What follows belongs to an exercise in optimizing a design on an open flow for small area, a short achievable clock period and few clock cycles; a production flow would make more cautious choices.
The RTL was checked by simulation tests, not by an equivalence proof against the original design.

File: design/flow/design.v
module SequentialMultiplier(clock, reset, multiplicand, multiplier, product, ready, start);
    parameter N = 32;
    input clock;
    input reset;
    input [N-1:0] multiplicand, multiplier;
    output [2*N-1:0] product;
    output ready;
    input start;
    logic busy;
    logic first, first_n;                
    logic [2:0] count;                   
    logic [N-1:0] m_register;
    logic b0;                            
    logic [34:0] acc_s, acc_c;       
    logic [N-1:0] ph_register;           
    logic [N-1:0] pl_register;           
    logic [3:0] one, two, neg;      
    logic [7:0] pend_s, pend_c;          
    logic pend_ci;                       
    logic pend_x;                        
    wire go = start & ~busy;
    wire accumulate = busy & ~count[2];
    wire resolve = busy & count[2];
    assign ready = ~busy;
    wire [8:0] bb = go ? {multiplier[8:1], 1'b0} : pl_register[15:7];
    wire [3:0] one_d, two_d, neg_d;
    genvar j;
    generate
        for (j = 0; j < 4; j = j + 1) begin : enc
            assign one_d[j] = bb[2*j+1] ^ bb[2*j];
            assign two_d[j] = (bb[2*j+2] & ~bb[2*j+1] & ~bb[2*j]) | (~bb[2*j+2] & bb[2*j+1] & bb[2*j]);
            assign neg_d[j] = bb[2*j+2] & ~(bb[2*j+1] & bb[2*j]);
        end
    endgenerate
    wire [34:0] sum_in = first ? {3'b0, m_register & {N{b0}}} : acc_s;
    wire [34:0] carry_in = ~first_n ? {1'b1, 34'b0} : acc_c;
    wire inj41 = ~(count[1] & count[0]);
    wire [N:0] m1 = {1'b0, m_register};
    wire [N:0] m2 = {m_register, 1'b0};
    wire [33:0] row0;
    assign row0[0] = ((one[0] & m1[0]) | (two[0] & m2[0])) ^ neg[0];
    assign row0[1] = ((one[0] & m1[1]) | (two[0] & m2[1])) ^ neg[0];
    assign row0[2] = ((one[0] & m1[2]) | (two[0] & m2[2])) ^ neg[0];
    assign row0[3] = ((one[0] & m1[3]) | (two[0] & m2[3])) ^ neg[0];
    assign row0[4] = ((one[0] & m1[4]) | (two[0] & m2[4])) ^ neg[0];
    assign row0[5] = ((one[0] & m1[5]) | (two[0] & m2[5])) ^ neg[0];
    assign row0[6] = ((one[0] & m1[6]) | (two[0] & m2[6])) ^ neg[0];
    assign row0[7] = ((one[0] & m1[7]) | (two[0] & m2[7])) ^ neg[0];
    assign row0[8] = ((one[0] & m1[8]) | (two[0] & m2[8])) ^ neg[0];
    assign row0[9] = ((one[0] & m1[9]) | (two[0] & m2[9])) ^ neg[0];
    assign row0[10] = ((one[0] & m1[10]) | (two[0] & m2[10])) ^ neg[0];
    assign row0[11] = ((one[0] & m1[11]) | (two[0] & m2[11])) ^ neg[0];
    assign row0[12] = ((one[0] & m1[12]) | (two[0] & m2[12])) ^ neg[0];
    assign row0[13] = ((one[0] & m1[13]) | (two[0] & m2[13])) ^ neg[0];
    assign row0[14] = ((one[0] & m1[14]) | (two[0] & m2[14])) ^ neg[0];
    assign row0[15] = ((one[0] & m1[15]) | (two[0] & m2[15])) ^ neg[0];
    assign row0[16] = ((one[0] & m1[16]) | (two[0] & m2[16])) ^ neg[0];
    assign row0[17] = ((one[0] & m1[17]) | (two[0] & m2[17])) ^ neg[0];
    assign row0[18] = ((one[0] & m1[18]) | (two[0] & m2[18])) ^ neg[0];
    assign row0[19] = ((one[0] & m1[19]) | (two[0] & m2[19])) ^ neg[0];
    assign row0[20] = ((one[0] & m1[20]) | (two[0] & m2[20])) ^ neg[0];
    assign row0[21] = ((one[0] & m1[21]) | (two[0] & m2[21])) ^ neg[0];
    assign row0[22] = ((one[0] & m1[22]) | (two[0] & m2[22])) ^ neg[0];
    assign row0[23] = ((one[0] & m1[23]) | (two[0] & m2[23])) ^ neg[0];
    assign row0[24] = ((one[0] & m1[24]) | (two[0] & m2[24])) ^ neg[0];
    assign row0[25] = ((one[0] & m1[25]) | (two[0] & m2[25])) ^ neg[0];
    assign row0[26] = ((one[0] & m1[26]) | (two[0] & m2[26])) ^ neg[0];
    assign row0[27] = ((one[0] & m1[27]) | (two[0] & m2[27])) ^ neg[0];
    assign row0[28] = ((one[0] & m1[28]) | (two[0] & m2[28])) ^ neg[0];
    assign row0[29] = ((one[0] & m1[29]) | (two[0] & m2[29])) ^ neg[0];
    assign row0[30] = ((one[0] & m1[30]) | (two[0] & m2[30])) ^ neg[0];
    assign row0[31] = ((one[0] & m1[31]) | (two[0] & m2[31])) ^ neg[0];
    assign row0[32] = ((one[0] & m1[32]) | (two[0] & m2[32])) ^ neg[0];
    assign row0[33] = ~neg[0];
    wire [33:0] row1;
    assign row1[0] = ((one[1] & m1[0]) | (two[1] & m2[0])) ^ neg[1];
    assign row1[1] = ((one[1] & m1[1]) | (two[1] & m2[1])) ^ neg[1];
    assign row1[2] = ((one[1] & m1[2]) | (two[1] & m2[2])) ^ neg[1];
    assign row1[3] = ((one[1] & m1[3]) | (two[1] & m2[3])) ^ neg[1];
    assign row1[4] = ((one[1] & m1[4]) | (two[1] & m2[4])) ^ neg[1];
    assign row1[5] = ((one[1] & m1[5]) | (two[1] & m2[5])) ^ neg[1];
    assign row1[6] = ((one[1] & m1[6]) | (two[1] & m2[6])) ^ neg[1];
    assign row1[7] = ((one[1] & m1[7]) | (two[1] & m2[7])) ^ neg[1];
    assign row1[8] = ((one[1] & m1[8]) | (two[1] & m2[8])) ^ neg[1];
    assign row1[9] = ((one[1] & m1[9]) | (two[1] & m2[9])) ^ neg[1];
    assign row1[10] = ((one[1] & m1[10]) | (two[1] & m2[10])) ^ neg[1];
    assign row1[11] = ((one[1] & m1[11]) | (two[1] & m2[11])) ^ neg[1];
    assign row1[12] = ((one[1] & m1[12]) | (two[1] & m2[12])) ^ neg[1];
    assign row1[13] = ((one[1] & m1[13]) | (two[1] & m2[13])) ^ neg[1];
    assign row1[14] = ((one[1] & m1[14]) | (two[1] & m2[14])) ^ neg[1];
    assign row1[15] = ((one[1] & m1[15]) | (two[1] & m2[15])) ^ neg[1];
    assign row1[16] = ((one[1] & m1[16]) | (two[1] & m2[16])) ^ neg[1];
    assign row1[17] = ((one[1] & m1[17]) | (two[1] & m2[17])) ^ neg[1];
    assign row1[18] = ((one[1] & m1[18]) | (two[1] & m2[18])) ^ neg[1];
    assign row1[19] = ((one[1] & m1[19]) | (two[1] & m2[19])) ^ neg[1];
    assign row1[20] = ((one[1] & m1[20]) | (two[1] & m2[20])) ^ neg[1];
    assign row1[21] = ((one[1] & m1[21]) | (two[1] & m2[21])) ^ neg[1];
    assign row1[22] = ((one[1] & m1[22]) | (two[1] & m2[22])) ^ neg[1];
    assign row1[23] = ((one[1] & m1[23]) | (two[1] & m2[23])) ^ neg[1];
    assign row1[24] = ((one[1] & m1[24]) | (two[1] & m2[24])) ^ neg[1];
    assign row1[25] = ((one[1] & m1[25]) | (two[1] & m2[25])) ^ neg[1];
    assign row1[26] = ((one[1] & m1[26]) | (two[1] & m2[26])) ^ neg[1];
    assign row1[27] = ((one[1] & m1[27]) | (two[1] & m2[27])) ^ neg[1];
    assign row1[28] = ((one[1] & m1[28]) | (two[1] & m2[28])) ^ neg[1];
    assign row1[29] = ((one[1] & m1[29]) | (two[1] & m2[29])) ^ neg[1];
    assign row1[30] = ((one[1] & m1[30]) | (two[1] & m2[30])) ^ neg[1];
    assign row1[31] = ((one[1] & m1[31]) | (two[1] & m2[31])) ^ neg[1];
    assign row1[32] = ((one[1] & m1[32]) | (two[1] & m2[32])) ^ neg[1];
    assign row1[33] = ~neg[1];
    wire [33:0] row2;
    assign row2[0] = ((one[2] & m1[0]) | (two[2] & m2[0])) ^ neg[2];
    assign row2[1] = ((one[2] & m1[1]) | (two[2] & m2[1])) ^ neg[2];
    assign row2[2] = ((one[2] & m1[2]) | (two[2] & m2[2])) ^ neg[2];
    assign row2[3] = ((one[2] & m1[3]) | (two[2] & m2[3])) ^ neg[2];
    assign row2[4] = ((one[2] & m1[4]) | (two[2] & m2[4])) ^ neg[2];
    assign row2[5] = ((one[2] & m1[5]) | (two[2] & m2[5])) ^ neg[2];
    assign row2[6] = ((one[2] & m1[6]) | (two[2] & m2[6])) ^ neg[2];
    assign row2[7] = ((one[2] & m1[7]) | (two[2] & m2[7])) ^ neg[2];
    assign row2[8] = ((one[2] & m1[8]) | (two[2] & m2[8])) ^ neg[2];
    assign row2[9] = ((one[2] & m1[9]) | (two[2] & m2[9])) ^ neg[2];
    assign row2[10] = ((one[2] & m1[10]) | (two[2] & m2[10])) ^ neg[2];
    assign row2[11] = ((one[2] & m1[11]) | (two[2] & m2[11])) ^ neg[2];
    assign row2[12] = ((one[2] & m1[12]) | (two[2] & m2[12])) ^ neg[2];
    assign row2[13] = ((one[2] & m1[13]) | (two[2] & m2[13])) ^ neg[2];
    assign row2[14] = ((one[2] & m1[14]) | (two[2] & m2[14])) ^ neg[2];
    assign row2[15] = ((one[2] & m1[15]) | (two[2] & m2[15])) ^ neg[2];
    assign row2[16] = ((one[2] & m1[16]) | (two[2] & m2[16])) ^ neg[2];
    assign row2[17] = ((one[2] & m1[17]) | (two[2] & m2[17])) ^ neg[2];
    assign row2[18] = ((one[2] & m1[18]) | (two[2] & m2[18])) ^ neg[2];
    assign row2[19] = ((one[2] & m1[19]) | (two[2] & m2[19])) ^ neg[2];
    assign row2[20] = ((one[2] & m1[20]) | (two[2] & m2[20])) ^ neg[2];
    assign row2[21] = ((one[2] & m1[21]) | (two[2] & m2[21])) ^ neg[2];
    assign row2[22] = ((one[2] & m1[22]) | (two[2] & m2[22])) ^ neg[2];
    assign row2[23] = ((one[2] & m1[23]) | (two[2] & m2[23])) ^ neg[2];
    assign row2[24] = ((one[2] & m1[24]) | (two[2] & m2[24])) ^ neg[2];
    assign row2[25] = ((one[2] & m1[25]) | (two[2] & m2[25])) ^ neg[2];
    assign row2[26] = ((one[2] & m1[26]) | (two[2] & m2[26])) ^ neg[2];
    assign row2[27] = ((one[2] & m1[27]) | (two[2] & m2[27])) ^ neg[2];
    assign row2[28] = ((one[2] & m1[28]) | (two[2] & m2[28])) ^ neg[2];
    assign row2[29] = ((one[2] & m1[29]) | (two[2] & m2[29])) ^ neg[2];
    assign row2[30] = ((one[2] & m1[30]) | (two[2] & m2[30])) ^ neg[2];
    assign row2[31] = ((one[2] & m1[31]) | (two[2] & m2[31])) ^ neg[2];
    assign row2[32] = ((one[2] & m1[32]) | (two[2] & m2[32])) ^ neg[2];
    assign row2[33] = ~neg[2];
    wire [33:0] row3;
    assign row3[0] = one[3] & m1[0];
    assign row3[1] = ((one[3] & m1[1]) | (two[3] & m2[1])) ^ neg[3];
    assign row3[2] = ((one[3] & m1[2]) | (two[3] & m2[2])) ^ neg[3];
    assign row3[3] = ((one[3] & m1[3]) | (two[3] & m2[3])) ^ neg[3];
    assign row3[4] = ((one[3] & m1[4]) | (two[3] & m2[4])) ^ neg[3];
    assign row3[5] = ((one[3] & m1[5]) | (two[3] & m2[5])) ^ neg[3];
    assign row3[6] = ((one[3] & m1[6]) | (two[3] & m2[6])) ^ neg[3];
    assign row3[7] = ((one[3] & m1[7]) | (two[3] & m2[7])) ^ neg[3];
    assign row3[8] = ((one[3] & m1[8]) | (two[3] & m2[8])) ^ neg[3];
    assign row3[9] = ((one[3] & m1[9]) | (two[3] & m2[9])) ^ neg[3];
    assign row3[10] = ((one[3] & m1[10]) | (two[3] & m2[10])) ^ neg[3];
    assign row3[11] = ((one[3] & m1[11]) | (two[3] & m2[11])) ^ neg[3];
    assign row3[12] = ((one[3] & m1[12]) | (two[3] & m2[12])) ^ neg[3];
    assign row3[13] = ((one[3] & m1[13]) | (two[3] & m2[13])) ^ neg[3];
    assign row3[14] = ((one[3] & m1[14]) | (two[3] & m2[14])) ^ neg[3];
    assign row3[15] = ((one[3] & m1[15]) | (two[3] & m2[15])) ^ neg[3];
    assign row3[16] = ((one[3] & m1[16]) | (two[3] & m2[16])) ^ neg[3];
    assign row3[17] = ((one[3] & m1[17]) | (two[3] & m2[17])) ^ neg[3];
    assign row3[18] = ((one[3] & m1[18]) | (two[3] & m2[18])) ^ neg[3];
    assign row3[19] = ((one[3] & m1[19]) | (two[3] & m2[19])) ^ neg[3];
    assign row3[20] = ((one[3] & m1[20]) | (two[3] & m2[20])) ^ neg[3];
    assign row3[21] = ((one[3] & m1[21]) | (two[3] & m2[21])) ^ neg[3];
    assign row3[22] = ((one[3] & m1[22]) | (two[3] & m2[22])) ^ neg[3];
    assign row3[23] = ((one[3] & m1[23]) | (two[3] & m2[23])) ^ neg[3];
    assign row3[24] = ((one[3] & m1[24]) | (two[3] & m2[24])) ^ neg[3];
    assign row3[25] = ((one[3] & m1[25]) | (two[3] & m2[25])) ^ neg[3];
    assign row3[26] = ((one[3] & m1[26]) | (two[3] & m2[26])) ^ neg[3];
    assign row3[27] = ((one[3] & m1[27]) | (two[3] & m2[27])) ^ neg[3];
    assign row3[28] = ((one[3] & m1[28]) | (two[3] & m2[28])) ^ neg[3];
    assign row3[29] = ((one[3] & m1[29]) | (two[3] & m2[29])) ^ neg[3];
    assign row3[30] = ((one[3] & m1[30]) | (two[3] & m2[30])) ^ neg[3];
    assign row3[31] = ((one[3] & m1[31]) | (two[3] & m2[31])) ^ neg[3];
    assign row3[32] = ((one[3] & m1[32]) | (two[3] & m2[32])) ^ neg[3];
    assign row3[33] = ~neg[3];
    wire hs0, hc0;
    HalfAdder ha0 (carry_in[3], sum_in[3], hs0, hc0);
    wire hs1, hc1;
    HalfAdder ha1 (carry_in[4], sum_in[4], hs1, hc1);
    wire fs0, fc0;
    FullAdder fa0 (carry_in[5], sum_in[5], neg[2], fs0, fc0);
    wire hs2, hc2;
    HalfAdder ha2 (row0[4], row1[2], hs2, hc2);
    wire fs1, fc1;
    FullAdder fa1 (carry_in[6], sum_in[6], row0[5], fs1, fc1);
    wire hs3, hc3;
    HalfAdder ha3 (row1[3], row2[1], hs3, hc3);
    wire fs2, fc2;
    FullAdder fa2 (carry_in[7], sum_in[7], row0[6], fs2, fc2);
    wire fs3, fc3;
    FullAdder fa3 (row1[4], row2[2], row3[0], fs3, fc3);
    wire fs4, fc4;
    FullAdder fa4 (carry_in[8], sum_in[8], row0[7], fs4, fc4);
    wire fs5, fc5;
    FullAdder fa5 (row1[5], row2[3], row3[1], fs5, fc5);
    wire fs6, fc6;
    FullAdder fa6 (carry_in[9], sum_in[9], row0[8], fs6, fc6);
    wire fs7, fc7;
    FullAdder fa7 (row1[6], row2[4], row3[2], fs7, fc7);
    wire fs8, fc8;
    FullAdder fa8 (carry_in[10], sum_in[10], row0[9], fs8, fc8);
    wire fs9, fc9;
    FullAdder fa9 (row1[7], row2[5], row3[3], fs9, fc9);
    wire fs10, fc10;
    FullAdder fa10 (carry_in[11], sum_in[11], row0[10], fs10, fc10);
    wire fs11, fc11;
    FullAdder fa11 (row1[8], row2[6], row3[4], fs11, fc11);
    wire fs12, fc12;
    FullAdder fa12 (carry_in[12], sum_in[12], row0[11], fs12, fc12);
    wire fs13, fc13;
    FullAdder fa13 (row1[9], row2[7], row3[5], fs13, fc13);
    wire fs14, fc14;
    FullAdder fa14 (carry_in[13], sum_in[13], row0[12], fs14, fc14);
    wire fs15, fc15;
    FullAdder fa15 (row1[10], row2[8], row3[6], fs15, fc15);
    wire fs16, fc16;
    FullAdder fa16 (carry_in[14], sum_in[14], row0[13], fs16, fc16);
    wire fs17, fc17;
    FullAdder fa17 (row1[11], row2[9], row3[7], fs17, fc17);
    wire fs18, fc18;
    FullAdder fa18 (carry_in[15], sum_in[15], row0[14], fs18, fc18);
    wire fs19, fc19;
    FullAdder fa19 (row1[12], row2[10], row3[8], fs19, fc19);
    wire fs20, fc20;
    FullAdder fa20 (carry_in[16], sum_in[16], row0[15], fs20, fc20);
    wire fs21, fc21;
    FullAdder fa21 (row1[13], row2[11], row3[9], fs21, fc21);
    wire fs22, fc22;
    FullAdder fa22 (carry_in[17], sum_in[17], row0[16], fs22, fc22);
    wire fs23, fc23;
    FullAdder fa23 (row1[14], row2[12], row3[10], fs23, fc23);
    wire fs24, fc24;
    FullAdder fa24 (carry_in[18], sum_in[18], row0[17], fs24, fc24);
    wire fs25, fc25;
    FullAdder fa25 (row1[15], row2[13], row3[11], fs25, fc25);
    wire fs26, fc26;
    FullAdder fa26 (carry_in[19], sum_in[19], row0[18], fs26, fc26);
    wire fs27, fc27;
    FullAdder fa27 (row1[16], row2[14], row3[12], fs27, fc27);
    wire fs28, fc28;
    FullAdder fa28 (carry_in[20], sum_in[20], row0[19], fs28, fc28);
    wire fs29, fc29;
    FullAdder fa29 (row1[17], row2[15], row3[13], fs29, fc29);
    wire fs30, fc30;
    FullAdder fa30 (carry_in[21], sum_in[21], row0[20], fs30, fc30);
    wire fs31, fc31;
    FullAdder fa31 (row1[18], row2[16], row3[14], fs31, fc31);
    wire fs32, fc32;
    FullAdder fa32 (carry_in[22], sum_in[22], row0[21], fs32, fc32);
    wire fs33, fc33;
    FullAdder fa33 (row1[19], row2[17], row3[15], fs33, fc33);
    wire fs34, fc34;
    FullAdder fa34 (carry_in[23], sum_in[23], row0[22], fs34, fc34);
    wire fs35, fc35;
    FullAdder fa35 (row1[20], row2[18], row3[16], fs35, fc35);
    wire fs36, fc36;
    FullAdder fa36 (carry_in[24], sum_in[24], row0[23], fs36, fc36);
    wire fs37, fc37;
    FullAdder fa37 (row1[21], row2[19], row3[17], fs37, fc37);
    wire fs38, fc38;
    FullAdder fa38 (carry_in[25], sum_in[25], row0[24], fs38, fc38);
    wire fs39, fc39;
    FullAdder fa39 (row1[22], row2[20], row3[18], fs39, fc39);
    wire fs40, fc40;
    FullAdder fa40 (carry_in[26], sum_in[26], row0[25], fs40, fc40);
    wire fs41, fc41;
    FullAdder fa41 (row1[23], row2[21], row3[19], fs41, fc41);
    wire fs42, fc42;
    FullAdder fa42 (carry_in[27], sum_in[27], row0[26], fs42, fc42);
    wire fs43, fc43;
    FullAdder fa43 (row1[24], row2[22], row3[20], fs43, fc43);
    wire fs44, fc44;
    FullAdder fa44 (carry_in[28], sum_in[28], row0[27], fs44, fc44);
    wire fs45, fc45;
    FullAdder fa45 (row1[25], row2[23], row3[21], fs45, fc45);
    wire fs46, fc46;
    FullAdder fa46 (carry_in[29], sum_in[29], row0[28], fs46, fc46);
    wire fs47, fc47;
    FullAdder fa47 (row1[26], row2[24], row3[22], fs47, fc47);
    wire fs48, fc48;
    FullAdder fa48 (carry_in[30], sum_in[30], row0[29], fs48, fc48);
    wire fs49, fc49;
    FullAdder fa49 (row1[27], row2[25], row3[23], fs49, fc49);
    wire fs50, fc50;
    FullAdder fa50 (carry_in[31], sum_in[31], row0[30], fs50, fc50);
    wire fs51, fc51;
    FullAdder fa51 (row1[28], row2[26], row3[24], fs51, fc51);
    wire fs52, fc52;
    FullAdder fa52 (carry_in[32], sum_in[32], row0[31], fs52, fc52);
    wire fs53, fc53;
    FullAdder fa53 (row1[29], row2[27], row3[25], fs53, fc53);
    wire fs54, fc54;
    FullAdder fa54 (carry_in[33], sum_in[33], row0[32], fs54, fc54);
    wire fs55, fc55;
    FullAdder fa55 (row1[30], row2[28], row3[26], fs55, fc55);
    wire fs56, fc56;
    FullAdder fa56 (carry_in[34], sum_in[34], row0[33], fs56, fc56);
    wire fs57, fc57;
    FullAdder fa57 (row1[31], row2[29], row3[27], fs57, fc57);
    wire fs58 = ~(row1[32] ^ row2[30]);
    wire fc58 = row1[32] | row2[30];
    wire hs4, hc4;
    HalfAdder ha4 (carry_in[1], sum_in[1], hs4, hc4);
    wire hs5, hc5;
    HalfAdder ha5 (carry_in[2], sum_in[2], hs5, hc5);
    wire fs59, fc59;
    FullAdder fa59 (hs0, neg[1], row0[2], fs59, fc59);
    wire fs60, fc60;
    FullAdder fa60 (hc0, hs1, row0[3], fs60, fc60);
    wire fs61, fc61;
    FullAdder fa61 (hc1, row2[0], fs0, fs61, fc61);
    wire fs62, fc62;
    FullAdder fa62 (fc0, hc2, hs3, fs62, fc62);
    wire fs63, fc63;
    FullAdder fa63 (hc3, fc1, fs2, fs63, fc63);
    wire fs64, fc64;
    FullAdder fa64 (fc2, fc3, fs4, fs64, fc64);
    wire fs65, fc65;
    FullAdder fa65 (fc4, fc5, fs6, fs65, fc65);
    wire fs66, fc66;
    FullAdder fa66 (fc6, fc7, fs8, fs66, fc66);
    wire fs67, fc67;
    FullAdder fa67 (fc8, fc9, fs10, fs67, fc67);
    wire fs68, fc68;
    FullAdder fa68 (fc10, fc11, fs12, fs68, fc68);
    wire fs69, fc69;
    FullAdder fa69 (fc12, fc13, fs14, fs69, fc69);
    wire fs70, fc70;
    FullAdder fa70 (fc14, fc15, fs16, fs70, fc70);
    wire fs71, fc71;
    FullAdder fa71 (fc16, fc17, fs18, fs71, fc71);
    wire fs72, fc72;
    FullAdder fa72 (fc18, fc19, fs20, fs72, fc72);
    wire fs73, fc73;
    FullAdder fa73 (fc20, fc21, fs22, fs73, fc73);
    wire fs74, fc74;
    FullAdder fa74 (fc22, fc23, fs24, fs74, fc74);
    wire fs75, fc75;
    FullAdder fa75 (fc24, fc25, fs26, fs75, fc75);
    wire fs76, fc76;
    FullAdder fa76 (fc26, fc27, fs28, fs76, fc76);
    wire fs77, fc77;
    FullAdder fa77 (fc28, fc29, fs30, fs77, fc77);
    wire fs78, fc78;
    FullAdder fa78 (fc30, fc31, fs32, fs78, fc78);
    wire fs79, fc79;
    FullAdder fa79 (fc32, fc33, fs34, fs79, fc79);
    wire fs80, fc80;
    FullAdder fa80 (fc34, fc35, fs36, fs80, fc80);
    wire fs81, fc81;
    FullAdder fa81 (fc36, fc37, fs38, fs81, fc81);
    wire fs82, fc82;
    FullAdder fa82 (fc38, fc39, fs40, fs82, fc82);
    wire fs83, fc83;
    FullAdder fa83 (fc40, fc41, fs42, fs83, fc83);
    wire fs84, fc84;
    FullAdder fa84 (fc42, fc43, fs44, fs84, fc84);
    wire fs85, fc85;
    FullAdder fa85 (fc44, fc45, fs46, fs85, fc85);
    wire fs86, fc86;
    FullAdder fa86 (fc46, fc47, fs48, fs86, fc86);
    wire fs87, fc87;
    FullAdder fa87 (fc48, fc49, fs50, fs87, fc87);
    wire fs88, fc88;
    FullAdder fa88 (fc50, fc51, fs52, fs88, fc88);
    wire fs89, fc89;
    FullAdder fa89 (fc52, fc53, fs54, fs89, fc89);
    wire fs90, fc90;
    FullAdder fa90 (fc54, fc55, fs56, fs90, fc90);
    wire fs91, fc91;
    FullAdder fa91 (row3[28], fc56, fc57, fs91, fc91);
    wire fs92, fc92;
    FullAdder fa92 (row1[33], row2[31], row3[29], fs92, fc92);
    wire hs6 = ~row2[32];
    wire hc6 = row2[32];
    wire hs7, hc7;
    HalfAdder ha7 (carry_in[0], pend_x, hs7, hc7);
    wire fs93, fc93;
    FullAdder fa93 (hs4, neg[0], row0[0], fs93, fc93);
    wire fs94, fc94;
    FullAdder fa94 (hc4, hs5, row0[1], fs94, fc94);
    wire fs95, fc95;
    FullAdder fa95 (hc5, row1[0], fs59, fs95, fc95);
    wire fs96, fc96;
    FullAdder fa96 (row1[1], fc59, fs60, fs96, fc96);
    wire fs97, fc97;
    FullAdder fa97 (hs2, fc60, fs61, fs97, fc97);
    wire fs98, fc98;
    FullAdder fa98 (fs1, fc61, fs62, fs98, fc98);
    wire fs99, fc99;
    FullAdder fa99 (fs3, fc62, fs63, fs99, fc99);
    wire fs100, fc100;
    FullAdder fa100 (fs5, fc63, fs64, fs100, fc100);
    wire fs101, fc101;
    FullAdder fa101 (fs7, fc64, fs65, fs101, fc101);
    wire fs102, fc102;
    FullAdder fa102 (fs9, fc65, fs66, fs102, fc102);
    wire fs103, fc103;
    FullAdder fa103 (fs11, fc66, fs67, fs103, fc103);
    wire fs104, fc104;
    FullAdder fa104 (fs13, fc67, fs68, fs104, fc104);
    wire fs105, fc105;
    FullAdder fa105 (fs15, fc68, fs69, fs105, fc105);
    wire fs106, fc106;
    FullAdder fa106 (fs17, fc69, fs70, fs106, fc106);
    wire fs107, fc107;
    FullAdder fa107 (fs19, fc70, fs71, fs107, fc107);
    wire fs108, fc108;
    FullAdder fa108 (fs21, fc71, fs72, fs108, fc108);
    wire fs109, fc109;
    FullAdder fa109 (fs23, fc72, fs73, fs109, fc109);
    wire fs110, fc110;
    FullAdder fa110 (fs25, fc73, fs74, fs110, fc110);
    wire fs111, fc111;
    FullAdder fa111 (fs27, fc74, fs75, fs111, fc111);
    wire fs112, fc112;
    FullAdder fa112 (fs29, fc75, fs76, fs112, fc112);
    wire fs113, fc113;
    FullAdder fa113 (fs31, fc76, fs77, fs113, fc113);
    wire fs114, fc114;
    FullAdder fa114 (fs33, fc77, fs78, fs114, fc114);
    wire fs115, fc115;
    FullAdder fa115 (fs35, fc78, fs79, fs115, fc115);
    wire fs116, fc116;
    FullAdder fa116 (fs37, fc79, fs80, fs116, fc116);
    wire fs117, fc117;
    FullAdder fa117 (fs39, fc80, fs81, fs117, fc117);
    wire fs118, fc118;
    FullAdder fa118 (fs41, fc81, fs82, fs118, fc118);
    wire fs119, fc119;
    FullAdder fa119 (fs43, fc82, fs83, fs119, fc119);
    wire fs120, fc120;
    FullAdder fa120 (fs45, fc83, fs84, fs120, fc120);
    wire fs121, fc121;
    FullAdder fa121 (fs47, fc84, fs85, fs121, fc121);
    wire fs122, fc122;
    FullAdder fa122 (fs49, fc85, fs86, fs122, fc122);
    wire fs123, fc123;
    FullAdder fa123 (fs51, fc86, fs87, fs123, fc123);
    wire fs124, fc124;
    FullAdder fa124 (fs53, fc87, fs88, fs124, fc124);
    wire fs125, fc125;
    FullAdder fa125 (fs55, fc88, fs89, fs125, fc125);
    wire fs126, fc126;
    FullAdder fa126 (fs57, fc89, fs90, fs126, fc126);
    wire fs127, fc127;
    FullAdder fa127 (fs58, fc90, fs91, fs127, fc127);
    wire fs128, fc128;
    FullAdder fa128 (fc58, fs92, fc91, fs128, fc128);
    wire fs129, fc129;
    FullAdder fa129 (row3[30], hs6, fc92, fs129, fc129);
    wire fs130, fc130;
    FullAdder fa130 (row2[33], row3[31], hc6, fs130, fc130);
    wire hs8 = ~row3[32];
    wire hc8 = row3[32];
    wire [42:0] tx = {1'b0, inj41, row3[33], hs8, fs130, fs129, fc127, fc126, fc125, fc124, fc123, fc122, fc121, fc120, fc119, fc118, fc117, fc116, fc115, fc114, fc113, fc112, fc111, fc110, fc109, fc108, fc107, fc106, fc105, fc104, fc103, fc102, fc101, fc100, fc99, fc98, fc97, fc96, fc95, fc94, fc93, hc7, sum_in[0]};
    wire [42:0] ty = {1'b0, 1'b0, hc8, fc130, fc129, fc128, fs128, fs127, fs126, fs125, fs124, fs123, fs122, fs121, fs120, fs119, fs118, fs117, fs116, fs115, fs114, fs113, fs112, fs111, fs110, fs109, fs108, fs107, fs106, fs105, fs104, fs103, fs102, fs101, fs100, fs99, fs98, fs97, fs96, fs95, fs94, fs93, hs7};
    wire [39:0] fsum;
    wire low_ci;
    FinalAdder final_add ({acc_s[N-1:0], pend_s}, {acc_c[N-1:0], pend_c}, pend_ci, fsum, low_ci);
    wire [7:0] low = fsum[7:0];
    wire [N-1:0] hi = fsum[39:8];
    assign product = {ph_register, pl_register};
    always_ff @(posedge clock) begin
        if (~busy)
            m_register <= multiplicand;
        if (go)
            b0 <= multiplier[0];
        one <= one_d;
        two <= two_d;
        neg <= neg_d;
        pend_s <= tx[7:0];
        pend_c <= ty[7:0];
        pend_x <= ~go & neg[3] & ~(one[3] & m_register[0]);
        pend_ci <= ~first & low_ci;
        acc_s <= tx[42:8];
        acc_c <= ty[42:8];
        if (resolve)
            ph_register <= hi;
        if (go)
            pl_register <= {1'b0, multiplier[N-1:1]};
        else if (busy)
            pl_register <= {low, pl_register[N-1:8]};
    end
    always_ff @(posedge clock or posedge reset) begin
        if (reset) begin
            first <= 1'b0;
            first_n <= 1'b1;
        end else begin
            first <= go;
            first_n <= ~go;
        end
    end
    always_ff @(posedge clock or posedge reset) begin
        if (reset) begin
            busy <= 1'b0;
            count <= '0;
        end else if (go) begin
            busy <= 1'b1;
            count <= '0;
        end else if (busy) begin
            count <= count + 1'b1;
            if (count == 3'd4)
                busy <= 1'b0;
        end
    end
endmodule
module FinalAdder(input [39:0] x, input [39:0] y, input ci,
                  output [39:0] sum, output c8);
    wire p0, g0;
    HalfAdder pg0 (x[0], y[0], p0, g0);
    wire p1, g1;
    HalfAdder pg1 (x[1], y[1], p1, g1);
    wire p2, g2;
    HalfAdder pg2 (x[2], y[2], p2, g2);
    wire p3, g3;
    HalfAdder pg3 (x[3], y[3], p3, g3);
    wire p4, g4;
    HalfAdder pg4 (x[4], y[4], p4, g4);
    wire p5, g5;
    HalfAdder pg5 (x[5], y[5], p5, g5);
    wire p6, g6;
    HalfAdder pg6 (x[6], y[6], p6, g6);
    wire p7, g7;
    HalfAdder pg7 (x[7], y[7], p7, g7);
    wire p8, g8;
    HalfAdder pg8 (x[8], y[8], p8, g8);
    wire p9, g9;
    HalfAdder pg9 (x[9], y[9], p9, g9);
    wire p10, g10;
    HalfAdder pg10 (x[10], y[10], p10, g10);
    wire p11, g11;
    HalfAdder pg11 (x[11], y[11], p11, g11);
    wire p12, g12;
    HalfAdder pg12 (x[12], y[12], p12, g12);
    wire p13, g13;
    HalfAdder pg13 (x[13], y[13], p13, g13);
    wire p14, g14;
    HalfAdder pg14 (x[14], y[14], p14, g14);
    wire p15, g15;
    HalfAdder pg15 (x[15], y[15], p15, g15);
    wire p16, g16;
    HalfAdder pg16 (x[16], y[16], p16, g16);
    wire p17, g17;
    HalfAdder pg17 (x[17], y[17], p17, g17);
    wire p18, g18;
    HalfAdder pg18 (x[18], y[18], p18, g18);
    wire p19, g19;
    HalfAdder pg19 (x[19], y[19], p19, g19);
    wire p20, g20;
    HalfAdder pg20 (x[20], y[20], p20, g20);
    wire p21, g21;
    HalfAdder pg21 (x[21], y[21], p21, g21);
    wire p22, g22;
    HalfAdder pg22 (x[22], y[22], p22, g22);
    wire p23, g23;
    HalfAdder pg23 (x[23], y[23], p23, g23);
    wire p24, g24;
    HalfAdder pg24 (x[24], y[24], p24, g24);
    wire p25, g25;
    HalfAdder pg25 (x[25], y[25], p25, g25);
    wire p26, g26;
    HalfAdder pg26 (x[26], y[26], p26, g26);
    wire p27, g27;
    HalfAdder pg27 (x[27], y[27], p27, g27);
    wire p28, g28;
    HalfAdder pg28 (x[28], y[28], p28, g28);
    wire p29, g29;
    HalfAdder pg29 (x[29], y[29], p29, g29);
    wire p30, g30;
    HalfAdder pg30 (x[30], y[30], p30, g30);
    wire p31, g31;
    HalfAdder pg31 (x[31], y[31], p31, g31);
    wire p32, g32;
    HalfAdder pg32 (x[32], y[32], p32, g32);
    wire p33, g33;
    HalfAdder pg33 (x[33], y[33], p33, g33);
    wire p34, g34;
    HalfAdder pg34 (x[34], y[34], p34, g34);
    wire p35, g35;
    HalfAdder pg35 (x[35], y[35], p35, g35);
    wire p36, g36;
    HalfAdder pg36 (x[36], y[36], p36, g36);
    wire p37, g37;
    HalfAdder pg37 (x[37], y[37], p37, g37);
    wire p38, g38;
    HalfAdder pg38 (x[38], y[38], p38, g38);
    wire p39, g39;
    HalfAdder pg39 (x[39], y[39], p39, g39);
    wire G0;
    AndOr go0 (p0, ci, g0, G0);
    wire G1;
    AndOr go1 (p2, g1, g2, G1);
    wire P1;
    And2 po1 (p2, p1, P1);
    wire G2;
    AndOr go2 (p4, g3, g4, G2);
    wire P2;
    And2 po2 (p4, p3, P2);
    wire G3;
    AndOr go3 (p6, g5, g6, G3);
    wire P3;
    And2 po3 (p6, p5, P3);
    wire G4;
    AndOr go4 (p8, g7, g8, G4);
    wire P4;
    And2 po4 (p8, p7, P4);
    wire G5;
    AndOr go5 (p10, g9, g10, G5);
    wire P5;
    And2 po5 (p10, p9, P5);
    wire G6;
    AndOr go6 (p12, g11, g12, G6);
    wire P6;
    And2 po6 (p12, p11, P6);
    wire G7;
    AndOr go7 (p14, g13, g14, G7);
    wire P7;
    And2 po7 (p14, p13, P7);
    wire G8;
    AndOr go8 (p16, g15, g16, G8);
    wire P8;
    And2 po8 (p16, p15, P8);
    wire G9;
    AndOr go9 (p18, g17, g18, G9);
    wire P9;
    And2 po9 (p18, p17, P9);
    wire G10;
    AndOr go10 (p20, g19, g20, G10);
    wire P10;
    And2 po10 (p20, p19, P10);
    wire G11;
    AndOr go11 (p22, g21, g22, G11);
    wire P11;
    And2 po11 (p22, p21, P11);
    wire G12;
    AndOr go12 (p24, g23, g24, G12);
    wire P12;
    And2 po12 (p24, p23, P12);
    wire G13;
    AndOr go13 (p26, g25, g26, G13);
    wire P13;
    And2 po13 (p26, p25, P13);
    wire G14;
    AndOr go14 (p28, g27, g28, G14);
    wire P14;
    And2 po14 (p28, p27, P14);
    wire G15;
    AndOr go15 (p30, g29, g30, G15);
    wire P15;
    And2 po15 (p30, p29, P15);
    wire G16;
    AndOr go16 (p32, g31, g32, G16);
    wire P16;
    And2 po16 (p32, p31, P16);
    wire G17;
    AndOr go17 (p34, g33, g34, G17);
    wire P17;
    And2 po17 (p34, p33, P17);
    wire G18;
    AndOr go18 (p36, g35, g36, G18);
    wire P18;
    And2 po18 (p36, p35, P18);
    wire G19;
    AndOr go19 (p38, g37, g38, G19);
    wire P19;
    And2 po19 (p38, p37, P19);
    wire G20;
    AndOr go20 (p1, G0, g1, G20);
    wire G21;
    AndOr go21 (P1, G0, G1, G21);
    wire G22;
    AndOr go22 (p5, G2, g5, G22);
    wire P22;
    And2 po22 (p5, P2, P22);
    wire G23;
    AndOr go23 (P3, G2, G3, G23);
    wire P23;
    And2 po23 (P3, P2, P23);
    wire G24;
    AndOr go24 (p9, G4, g9, G24);
    wire P24;
    And2 po24 (p9, P4, P24);
    wire G25;
    AndOr go25 (P5, G4, G5, G25);
    wire P25;
    And2 po25 (P5, P4, P25);
    wire G26;
    AndOr go26 (p13, G6, g13, G26);
    wire P26;
    And2 po26 (p13, P6, P26);
    wire G27;
    AndOr go27 (P7, G6, G7, G27);
    wire P27;
    And2 po27 (P7, P6, P27);
    wire G28;
    AndOr go28 (p17, G8, g17, G28);
    wire P28;
    And2 po28 (p17, P8, P28);
    wire G29;
    AndOr go29 (P9, G8, G9, G29);
    wire P29;
    And2 po29 (P9, P8, P29);
    wire G30;
    AndOr go30 (p21, G10, g21, G30);
    wire P30;
    And2 po30 (p21, P10, P30);
    wire G31;
    AndOr go31 (P11, G10, G11, G31);
    wire P31;
    And2 po31 (P11, P10, P31);
    wire G32;
    AndOr go32 (p25, G12, g25, G32);
    wire P32;
    And2 po32 (p25, P12, P32);
    wire G33;
    AndOr go33 (P13, G12, G13, G33);
    wire P33;
    And2 po33 (P13, P12, P33);
    wire G34;
    AndOr go34 (p29, G14, g29, G34);
    wire P34;
    And2 po34 (p29, P14, P34);
    wire G35;
    AndOr go35 (P15, G14, G15, G35);
    wire P35;
    And2 po35 (P15, P14, P35);
    wire G36;
    AndOr go36 (p33, G16, g33, G36);
    wire P36;
    And2 po36 (p33, P16, P36);
    wire G37;
    AndOr go37 (P17, G16, G17, G37);
    wire P37;
    And2 po37 (P17, P16, P37);
    wire G38;
    AndOr go38 (p37, G18, g37, G38);
    wire P38;
    And2 po38 (p37, P18, P38);
    wire G39;
    AndOr go39 (P19, G18, G19, G39);
    wire P39;
    And2 po39 (P19, P18, P39);
    wire G40;
    AndOr go40 (p3, G21, g3, G40);
    wire G41;
    AndOr go41 (P2, G21, G2, G41);
    wire G42;
    AndOr go42 (P22, G21, G22, G42);
    wire G43;
    AndOr go43 (P23, G21, G23, G43);
    wire G44;
    AndOr go44 (p11, G25, g11, G44);
    wire P44;
    And2 po44 (p11, P25, P44);
    wire G45;
    AndOr go45 (P6, G25, G6, G45);
    wire P45;
    And2 po45 (P6, P25, P45);
    wire G46;
    AndOr go46 (P26, G25, G26, G46);
    wire P46;
    And2 po46 (P26, P25, P46);
    wire G47;
    AndOr go47 (P27, G25, G27, G47);
    wire P47;
    And2 po47 (P27, P25, P47);
    wire G48;
    AndOr go48 (p19, G29, g19, G48);
    wire P48;
    And2 po48 (p19, P29, P48);
    wire G49;
    AndOr go49 (P10, G29, G10, G49);
    wire P49;
    And2 po49 (P10, P29, P49);
    wire G50;
    AndOr go50 (P30, G29, G30, G50);
    wire P50;
    And2 po50 (P30, P29, P50);
    wire G51;
    AndOr go51 (P31, G29, G31, G51);
    wire P51;
    And2 po51 (P31, P29, P51);
    wire G52;
    AndOr go52 (p27, G33, g27, G52);
    wire P52;
    And2 po52 (p27, P33, P52);
    wire G53;
    AndOr go53 (P14, G33, G14, G53);
    wire P53;
    And2 po53 (P14, P33, P53);
    wire G54;
    AndOr go54 (P34, G33, G34, G54);
    wire P54;
    And2 po54 (P34, P33, P54);
    wire G55;
    AndOr go55 (P35, G33, G35, G55);
    wire P55;
    And2 po55 (P35, P33, P55);
    wire G56;
    AndOr go56 (p35, G37, g35, G56);
    wire P56;
    And2 po56 (p35, P37, P56);
    wire G57;
    AndOr go57 (P18, G37, G18, G57);
    wire P57;
    And2 po57 (P18, P37, P57);
    wire G58;
    AndOr go58 (P38, G37, G38, G58);
    wire P58;
    And2 po58 (P38, P37, P58);
    wire G59;
    AndOr go59 (P39, G37, G39, G59);
    wire P59;
    And2 po59 (P39, P37, P59);
    wire G60;
    AndOr go60 (p7, G43, g7, G60);
    wire G61;
    AndOr go61 (P4, G43, G4, G61);
    wire G62;
    AndOr go62 (P24, G43, G24, G62);
    wire G63;
    AndOr go63 (P25, G43, G25, G63);
    wire G64;
    AndOr go64 (P44, G43, G44, G64);
    wire G65;
    AndOr go65 (P45, G43, G45, G65);
    wire G66;
    AndOr go66 (P46, G43, G46, G66);
    wire G67;
    AndOr go67 (P47, G43, G47, G67);
    wire G68;
    AndOr go68 (p23, G51, g23, G68);
    wire P68;
    And2 po68 (p23, P51, P68);
    wire G69;
    AndOr go69 (P12, G51, G12, G69);
    wire P69;
    And2 po69 (P12, P51, P69);
    wire G70;
    AndOr go70 (P32, G51, G32, G70);
    wire P70;
    And2 po70 (P32, P51, P70);
    wire G71;
    AndOr go71 (P33, G51, G33, G71);
    wire P71;
    And2 po71 (P33, P51, P71);
    wire G72;
    AndOr go72 (P52, G51, G52, G72);
    wire P72;
    And2 po72 (P52, P51, P72);
    wire G73;
    AndOr go73 (P53, G51, G53, G73);
    wire P73;
    And2 po73 (P53, P51, P73);
    wire G74;
    AndOr go74 (P54, G51, G54, G74);
    wire P74;
    And2 po74 (P54, P51, P74);
    wire G75;
    AndOr go75 (P55, G51, G55, G75);
    wire P75;
    And2 po75 (P55, P51, P75);
    wire G76;
    AndOr go76 (p39, G59, g39, G76);
    wire P76;
    And2 po76 (p39, P59, P76);
    wire G77;
    AndOr go77 (p15, G67, g15, G77);
    wire G78;
    AndOr go78 (P8, G67, G8, G78);
    wire G79;
    AndOr go79 (P28, G67, G28, G79);
    wire G80;
    AndOr go80 (P29, G67, G29, G80);
    wire G81;
    AndOr go81 (P48, G67, G48, G81);
    wire G82;
    AndOr go82 (P49, G67, G49, G82);
    wire G83;
    AndOr go83 (P50, G67, G50, G83);
    wire G84;
    AndOr go84 (P51, G67, G51, G84);
    wire G85;
    AndOr go85 (P68, G67, G68, G85);
    wire G86;
    AndOr go86 (P69, G67, G69, G86);
    wire G87;
    AndOr go87 (P70, G67, G70, G87);
    wire G88;
    AndOr go88 (P71, G67, G71, G88);
    wire G89;
    AndOr go89 (P72, G67, G72, G89);
    wire G90;
    AndOr go90 (P73, G67, G73, G90);
    wire G91;
    AndOr go91 (P74, G67, G74, G91);
    wire G92;
    AndOr go92 (P75, G67, G75, G92);
    wire G93;
    AndOr go93 (p31, G92, g31, G93);
    wire G94;
    AndOr go94 (P16, G92, G16, G94);
    wire G95;
    AndOr go95 (P36, G92, G36, G95);
    wire G96;
    AndOr go96 (P37, G92, G37, G96);
    wire G97;
    AndOr go97 (P56, G92, G56, G97);
    wire G98;
    AndOr go98 (P57, G92, G57, G98);
    wire G99;
    AndOr go99 (P58, G92, G58, G99);
    wire G100;
    AndOr go100 (P59, G92, G59, G100);
    wire G101;
    AndOr go101 (P76, G92, G76, G101);
    Xor2 sx0 (p0, ci, sum[0]);
    Xor2 sx1 (p1, G0, sum[1]);
    Xor2 sx2 (p2, G20, sum[2]);
    Xor2 sx3 (p3, G21, sum[3]);
    Xor2 sx4 (p4, G40, sum[4]);
    Xor2 sx5 (p5, G41, sum[5]);
    Xor2 sx6 (p6, G42, sum[6]);
    Xor2 sx7 (p7, G43, sum[7]);
    Xor2 sx8 (p8, G60, sum[8]);
    Xor2 sx9 (p9, G61, sum[9]);
    Xor2 sx10 (p10, G62, sum[10]);
    Xor2 sx11 (p11, G63, sum[11]);
    Xor2 sx12 (p12, G64, sum[12]);
    Xor2 sx13 (p13, G65, sum[13]);
    Xor2 sx14 (p14, G66, sum[14]);
    Xor2 sx15 (p15, G67, sum[15]);
    Xor2 sx16 (p16, G77, sum[16]);
    Xor2 sx17 (p17, G78, sum[17]);
    Xor2 sx18 (p18, G79, sum[18]);
    Xor2 sx19 (p19, G80, sum[19]);
    Xor2 sx20 (p20, G81, sum[20]);
    Xor2 sx21 (p21, G82, sum[21]);
    Xor2 sx22 (p22, G83, sum[22]);
    Xor2 sx23 (p23, G84, sum[23]);
    Xor2 sx24 (p24, G85, sum[24]);
    Xor2 sx25 (p25, G86, sum[25]);
    Xor2 sx26 (p26, G87, sum[26]);
    Xor2 sx27 (p27, G88, sum[27]);
    Xor2 sx28 (p28, G89, sum[28]);
    Xor2 sx29 (p29, G90, sum[29]);
    Xor2 sx30 (p30, G91, sum[30]);
    Xor2 sx31 (p31, G92, sum[31]);
    Xor2 sx32 (p32, G93, sum[32]);
    Xor2 sx33 (p33, G94, sum[33]);
    Xor2 sx34 (p34, G95, sum[34]);
    Xor2 sx35 (p35, G96, sum[35]);
    Xor2 sx36 (p36, G97, sum[36]);
    Xor2 sx37 (p37, G98, sum[37]);
    Xor2 sx38 (p38, G99, sum[38]);
    Xor2 sx39 (p39, G100, sum[39]);
    assign c8 = G60;
endmodule
module AndOr(input a, input b, input c, output y);
    assign y = (a & b) | c;
endmodule
module And2(input a, input b, output y);
    assign y = a & b;
endmodule
module Xor2(input a, input b, output y);
    assign y = a ^ b;
endmodule
module FullAdder(input a, input b, input c, output s, output co);
    assign s = a ^ b ^ c;
    assign co = (a & b) | (a & c) | (b & c);
endmodule
module HalfAdder(input a, input b, output s, output co);
    assign s = a ^ b;
    assign co = a & b;
endmodule
File: design/flow/standard.sh
#!/bin/bash
# synth_recipe.tcl (not shown) runs the flow's synth.tcl, then flattens the netlist and writes it again
# the make line also repeats each setting of config.mk as NAME=value (left out here)
make -C /OpenROAD-flow-scripts/flow DESIGN_CONFIG=/design/flow/config.mk WORK_HOME=/design/flow/orfs CLKGATE_MAP_FILE= SYNTH_SCRIPT=/design/flow/synth_recipe.tcl "${@:-finish}"
File: design/flow/constraint.sdc
create_clock -name core_clock -period 4.0 [get_ports {clock}]
set_input_delay 0.8000 -clock core_clock [delete_from_list [all_inputs] [get_ports {clock}]]
set_output_delay 0.8000 -clock core_clock [all_outputs]
set_load 0.01 [all_outputs]
File: design/flow/config.mk
export PLATFORM = sky130hd
export DESIGN_NAME = SequentialMultiplier
export DESIGN_NICKNAME = SequentialMultiplier
export VERILOG_FILES = /design/flow/design.v
export SDC_FILE = /design/flow/constraint.sdc
export NUM_CORES = 4
export LEC_CHECK = 0
export CAP_MARGIN = 20
export CORE_MARGIN = 2
export CORE_UTILIZATION = 40
export SETUP_SLACK_MARGIN = 1.2
export SLEW_MARGIN = 20
export SYNTH_HIERARCHICAL = 1
File: design/flow/flow/run.sh
#!/bin/bash
# Standard layout (the standard.sh, unchanged synthesis and steps), with
# the port buffers made from sky130_fd_sc_hd__buf_1 instead of the flow's
# default pick. Every tool's output goes to standard.log here.
set -euo pipefail
export BUFFER_PORTS_ARGS="-buffer_cell sky130_fd_sc_hd__buf_1"
bash standard.sh > standard.log 2>&1
==> results of run 1 <==
-- cells in the final DEF, fill, tap and decap left out, drive strengths merged, types with 3 or more instances in the layout --
cell / synthesis / final
clkbuf: 38 / 17
xor2: 43 / 43
a32o: 3 / 3
a21oi: 10 / 10
inv: 49 / 58
nand2: 137 / 137
and2: 98 / 98
a22oi: 124 / 124
nor2b: 5 / 5
or3b: 3 / 3
o21ai: 42 / 42
edfxtp: 96 / 96
fa: 130 / 130
ha: 51 / 51
a21o: 103 / 103
buf: 57 / 153
clkinv: 0 / 6
dfxtp: 98 / 98
xnor2: 135 / 135
dfrtp: 5 / 5
-- sequential cells by signal (all words and copies together), names as in the netlist, 3 cells and up --
signal / cells
pend_c: 8
acc_s: 34
acc_c: 33
neg: 4
m_register: 32
ph_register: 32
two: 4
pl_register: 32
pend_s: 8
count: 3
one: 4
-- critical path: cells and delay by family, from the launching register on --
| family | cells | cell delay, ps |
|---|---|---|
| compound gates | 1 | 180 |
| flops | 1 | 420 |
| fa+ha+maj | 3 | 1480 |
| buf+inv | 1 | 210 |
| simple gates | 2 | 290 |
-- per-module statistics from Yosys (local to each module, per instance), excerpt --
module                flip-flops and latches  cells inside
SequentialMultiplier                     200           864
Xor2                                       0             1
AndOr                                      0             1
And2                                       0             1
HalfAdder                                  0             1
FullAdder                                  0             1
-- final cells by class --
type | count | area, um^2 | share of cell area [%]
Multi-Input combinational cell | 899 | 8097 | 53.53
Sequential cell | 200 | 5016 | 33.16
Timing Repair Buffer | 153 | 669.4 | 4.425
Tap cell | 448 | 560.5 | 3.706
Clock buffer | 17 | 425.4 | 2.812
Inverter | 49 | 183.9 | 1.216
Clock inverter | 15 | 173.9 | 1.150
-- through the flow --
stage | instances | util [%] | setup WS (ps) | hold slack (ps)
floorplan | 1243 | - | 1447 | 420.0
global placement | 1749 | 43.05 | 1194 | 476.8
detailed placement | 1749 | 43.05 | 1122 | 479.0
CTS | 1781 | 44.84 | 1201 | 227.1
global route | 1781 | 44.88 | 1203 | 244.4
finish | 1781 | 44.88 | 1288 | 232.6
-- cells by family after synthesis --
kind of cell,after synthesis
flops,200
compound gates,287
buf+inv,144
mux,1
other cells,1
simple gates,250
fa+ha+maj,181
xor+xnor,178
-- worst min-delay path by stage --
stage	startpoint	end	slack, ps	cells past startpoint
2_1_floorplan	pend_x$_DFF_P_	pend_c[0]$_DFF_P_	420	1
3_3_place_gp	count[0]$_DFFE_PP0P_	count[0]$_DFFE_PP0P_	480	1
3_5_place_dp	pend_x$_DFF_P_	pend_c[0]$_DFF_P_	480	1
4_1_cts	reset	count[1]$_DFFE_PP0P_	230	2
5_1_grt	reset	count[1]$_DFFE_PP0P_	240	2
6_report	reset	count[1]$_DFFE_PP0P_	230	2
-- per-layer routing --
| layer | up-vias | track usage (%) | part of all wire [%] | wire (um) |
|---|---|---|---|---|
| met3 | 33 | 4.523 | 6.1 | 2020 |
| li1 | 4343 | - | - | - |
| met5 | - | 0 | 0 | 0 |
| met2 | 285 | 30.94 | 46 | 15370 |
| met4 | 0 | 5.009 | 1.4 | 452 |
| met1 | 4505 | 26.86 | 46 | 15390 |
==> run_results.csv, run 1 <==
group,metric,value,unit
timing,finClkSkew,20.12,ps
yosys,synth_edf_count,96,
setup_path,r2r_cells,7,
grt,grt_max_degree,49,
yosys,ys_warn_count,7,
clock_network,numCtsBuffers,17,
yosys,synth_compound_area_share,14.80,%
clock_network,cts-resized-gates,2,
outcome,outcome,"finished clean",
timing,setup_violations,0,
grt,grt_pass1_wl,54.01,mm
timing,final.period_utilization,67.80,%
clock_network,cts_tree,"built",
placement,gp_congestion,0.8381,
clock_network,clock-root-buffer,"clkbuf_16",
placement,dp_hpwl,24.42,mm
clock_network,clockBufferDepth,2,
route,wl_per_cell,18.66,um
setup_path,path_common_cell,"fa_1",
route,drt-total-wl,33.23,mm
hold_path,worstHoldPathType,"in -> async",
yosys,synth_ff_type,"dfxtp_1",
grt,grt_antenna_before_repair,0,
setup_path,crit_required,4340,ps
yosys,netlist_area,13740,um^2
clock_network,cts.sinks,200,
job,maxCapViolCount,0,
timing,relSlewSlack,40.88,%
floorplan,row_count,67,
timing,fmax,368.7,MHz
timing,grt_setup_unrepaired,"no",
floorplan,dieArea,35850,um^2
yosys,synth_top_family_by_area,"adder cells",
floorplan,fp.coreArea,33700,um^2
yosys,synth.most_common_cell,"nand2_1",
floorplan,chipWidth,189.3,um
route,num_vias,9166,
setup_path,worstPathMaxFanout,20,
route,drt.antenna.violating_nets,0,
yosys,synth_top_area_share,20.98,%
yosys,synth-xor-area-share,11.35,%
setup_path,crit_path_start_kind,"flop",
yosys,yosys-top-cells-count,"nand2_1 (137), xnor2_1 (135), fa_1 (130), a22oi_1 (124), a21o_1 (103)",
clock_network,post_cts_buffers,0,
cells_and_area,layout-drive-gt1-share,5.176,%
setup_path,crit_start,"b0$_DFFE_PP_",
yosys,synthMuxAreaShare,0.1093,%
yosys,synth_area_per_cell,11.06,um^2
timing,layout_min_cycle_time,2712,ps
setup_path,cp.arrival,3050,ps
timing,finalHoldViolCount,0,
yosys,async_reset_ff_share,3.000,%
grt,grt.overflow.total,0,
grt,grt_pass1_vias,9559,
yosys,synthSimpleGateAreaFrac,9.006,%
yosys,synthDistinctLibCells,37,
placement,placed_area,14510,um^2
setup_path,path_cells,"and2_1 > buf_4 > nand2_1 > o21ai_0 > fa_1 > fa_1 > fa_1",
route,avgViaCountPerCell,5.147,
cells_and_area,diodes,0,
cells_and_area,fillers,3192,
floorplan,num_io_pins,132,
yosys,synth_seq_cells,200,
setup_path,path_class,"reg -> reg",
floorplan,initial_core_util,40.77,%
setup_path,endpoint,"acc_c[3]$_DFF_P_",
timing,finalSetupTns,0,ps
route,drt_iter0_markers,779,
clock_network,holdBufCountCts,0,
route,drtPass1Iterations,6,
cells_and_area,design_area,15130,um^2
cells_and_area,nets,1568,
clock_network,clk_latency,470,ps
setup_path,r2r_start,"b0$_DFFE_PP_",
timing,slew_viol_final,0,
yosys,synth_fa_ha_area_share,23.59,%
yosys,synth_area_leaders,"edfxtp_1 (21%), fa_1 (19%), dfxtp_1 (14%)",
clock_network,path_clk_slew,80,ps
setup_path,r2r-end,"acc_c[3]$_DFF_P_",
yosys,yosys.area.top_type,"edfxtp_1",
setup_path,rrSetupSlack,1290,ps
route,drc,0,
cells_and_area,area_growth,10.09,%
clock_network,cts_htree_levels,4,
floorplan,fp.dieH,189.3,um
setup_path,crit_slowest_cell,"fa_1",
timing,tightest_slew,886.8,ps
placement,io_buffers,131,
setup_path,end_kind,"flop",
yosys,synth_seq_area_share,36.36,%
setup_path,crit_path_max_incr_delay,540,ps
yosys,synth_cells,1242,
grt,grt_usage,19.47,%
Testbench counts, summed over its fixed seeds: cycles 28,808.
==> inputs of run 2 (changes only) <==
--- a/design/flow/config.mk
+++ b/design/flow/config.mk
@@ -9,5 +9,5 @@
 export CORE_MARGIN = 2
 export CORE_UTILIZATION = 40
-export SETUP_SLACK_MARGIN = 1.2
+export SETUP_SLACK_MARGIN = 1.4
 export SLEW_MARGIN = 20
 export SYNTH_HIERARCHICAL = 1
==> run 2 against run 1 <==
Effect of this change:
- clock-buffer cell count is the same
- die area is the same
- cell area grew 4.1%
- cell count grew 2.8%
- sequential share of layout area shrank 1.3 points
- critical endpoint is now acc_c[22]$_DFF_P_
- synthesized area is the same
- via count grew 3.5%
- largest cell class unchanged
- utilization grew 1.8 points
==> run_results.csv, run 2 <==
group,metric,value,unit
outcome,outcome,"finished clean",
yosys,synth_fa_ha_area_share,23.59,%
cells_and_area,nets,1617,
route,drt.antenna.violating_nets,0,
job,maxCapViolCount,0,
yosys,synth_cells,1242,
yosys,synth_top_area_share,20.98,%
clock_network,numCtsBuffers,17,
grt,grt_antenna_before_repair,0,
grt,grt_usage,19.54,%
grt,grt_pass1_vias,9579,
cells_and_area,final_common_cell,"nand2_1",
timing,setup_violations,0,
yosys,synth_compound_area_share,14.80,%
route,drt_iter0_markers,721,
setup_path,crit_path_start_kind,"flop",
timing,fin_ws,1398,ps
placement,place_worst_setup_slack,1122,ps
yosys,synthDistinctLibCells,37,
cells_and_area,reg_top3,"acc_s (34), acc_c (33)",
timing,grt_setup_unrepaired,"yes",
clock_network,clockBufferDepth,2,
cells_and_area,largest_reg_flops,34,
yosys,synth_seq_cells,200,
timing,tightest_slew,900.1,ps
yosys,synth_area_leaders,"edfxtp_1 (21%), fa_1 (19%), dfxtp_1 (14%)",
route,num_vias,9486,
placement,io_buffers,131,
yosys,synth-xor-area-share,11.35,%
setup_path,path_class,"reg -> reg",
floorplan,initial_core_util,40.77,%
timing,fmax,384.4,MHz
grt,grt_max_degree,49,
cells_and_area,layout-drive-gt1-share,10.71,%
grt,grt_pass1_wl,54.15,mm
yosys,async_reset_ff_share,3.000,%
floorplan,fp.dieH,189.3,um
cells_and_area,postLayoutCoreUtil,46.72,%
setup_path,end_kind,"flop",
placement,dp_hpwl,24.42,mm
floorplan,dieArea,35850,um^2
timing,slew_viol_final,0,
setup_path,worstPathMaxFanout,8,
cells_and_area,layout_common_cells,"nand2_1 (136), xnor2_1 (135), buf_1 (131)",
route,drt-total-wl,35.11,mm
grt,grt.overflow.total,0,
timing,relSlewSlack,40.00,%
yosys,synth_top_family_by_area,"adder cells",
clock_network,clk_latency,460,ps
clock_network,holdBufCountCts,0,
yosys,yosys.area.top_type,"edfxtp_1",
placement,gp_congestion,0.8381,
yosys,yosys-top-cells-count,"nand2_1 (137), xnor2_1 (135), fa_1 (130), a22oi_1 (124), a21o_1 (103)",
clock_network,path_clk_slew,90,ps
floorplan,num_io_pins,132,
route,avgViaCountPerCell,5.184,
clock_network,cts_htree_levels,4,
yosys,synth_seq_area_share,36.36,%
cells_and_area,area_growth,14.60,%
floorplan,row_count,67,
route,wl_per_cell,19.19,um
floorplan,chipWidth,189.3,um
timing,finalSetupTns,0,ps
route,drc,0,
setup_path,crit_required,4330,ps
timing,layout_min_cycle_time,2602,ps
yosys,synthMuxAreaShare,0.1093,%
yosys,ys_warn_count,7,
cells_and_area,largest_register,"acc_s",
route,drtPass1Iterations,6,
hold_path,worstHoldPathType,"in -> async",
cells_and_area,diodes,0,
setup_path,cp.arrival,2930,ps
clock_network,cts.sinks,200,
yosys,synthSimpleGateAreaFrac,9.006,%
yosys,synth_edf_count,96,
yosys,synth_ff_type,"dfxtp_1",
clock_network,clock-root-buffer,"clkbuf_16",
floorplan,fp.coreArea,33700,um^2
clock_network,cts_tree,"built",
yosys,netlist_area,13740,um^2
timing,finClkSkew,18.60,ps
timing,final.period_utilization,65.04,%
timing,finalHoldViolCount,0,
yosys,synth_area_per_cell,11.06,um^2
yosys,synth.most_common_cell,"nand2_1",
==> run 2: cell counts after synthesis <==
No cell type changed its count.
==> run 2: cell families after synthesis <==
logic type                 count (synthesis)
adders and majority gates                181
muxes                                      1
AOI/OAI and AO/OA                        287
and+or+nand+nor                          250
other                                      1
buffers and inverters                    144
xor gates and xnor gates                 178
DFF                                      200
==> run 2: final timing paths <==
check | start | end | slack, ps | cells past startpoint
max | m_register[28]$_DFFE_PN_ | acc_c[22]$_DFF_P_ | 1400 | 5
min | reset | count[1]$_DFFE_PP0P_ | 230 | 2
max reg2reg | m_register[28]$_DFFE_PN_ | acc_c[22]$_DFF_P_ | 1400 | 5
min reg2reg | pend_x$_DFF_P_ | pend_c[0]$_DFF_P_ | 490 | 1
max in group asynchronous | reset | first_n$_DFF_PP1_ | 3500 | 2
min in group core_clock | pend_x$_DFF_P_ | pend_c[0]$_DFF_P_ | 490 | 1
==> run 2: per-layer routing <==
layer	GRT usage, %	share of wire, %
met5	0	0
met4	5.009	1.5
met3	4.523	6.6
met2	31.07	46
met1	26.96	46
==> run 2: layout make-up <==
type	instances	area (um^2)
repair buffers	201	1147
fillers	3155	17950
well taps	448	560.5
clock inverters	15	173.9
flip-flops and latches	200	5019
multi-input cells	900	8235
inverters	49	183.9
clock buffers	17	425.4
==> run 2: worst max-delay path: stages, from the launching register on <==
cell and delay, ps:
edfxtp_1 550, a22oi_2 230, xnor2_1 170, fa_1 470, fa_1 600, fa_1 450
==> run 2: modules after synthesis, one instance, submodules excluded, a selection <==
module	area [um^2]	flip-flops and latches	cells inside	copies in the design
Xor2	8.758	0	1	40
AndOr	7.507	0	1	100
FullAdder	20.02	0	1	130
SequentialMultiplier	9066	200	864	1
HalfAdder	12.51	0	1	47
And2	6.256	0	1	61
==> run 2: repair_timing <==
action | in CTS | in global routing
setup buffers | 1 | 45
resized for setup | 24 | 50
endpoints found under the setup margin | 71 | 58
cloned | 0 | 3
pin swaps | 1 | 14
==> run 2: through the flow <==
step	hold WS, ps	area, um^2	cells
5_1_grt	244.2	15750	1830
4_1_cts	227.1	15170	1782
3_5_place_dp	479.0	14510	1749
6_report	230.4	15750	1830
3_3_place_gp	476.8	14510	1749
2_1_floorplan	420.0	13740	1243

[re-timing with driven ports]
In the flow no input, the clock included, has a driving cell. The finished layouts below were timed again as built, in two steps.
Step 1: set_driving_cell puts a clkbuf_16 on clock and a buf_2 on each other input, an assumption about the parent block.
Step 2 also shifts input and output timing later by t, the mid clock arrival at the registers, as if the neighbouring blocks saw the same clock.
a / b / c = no drivers / after step 1 / after step 2; a / b = the first two.
| run | t, ns | setup WS [ns] | hold slack, ns |
|---|---|---|---|
| run 1 | 0.505 | 1.288 / 1.288 / 1.288 | 0.233 / 0.203 / 0.490 |
| run 2 | 0.504 | 1.398 / 1.398 / 1.398 | 0.230 / 0.201 / 0.493 |
After both steps setup and hold are still met in every run listed.
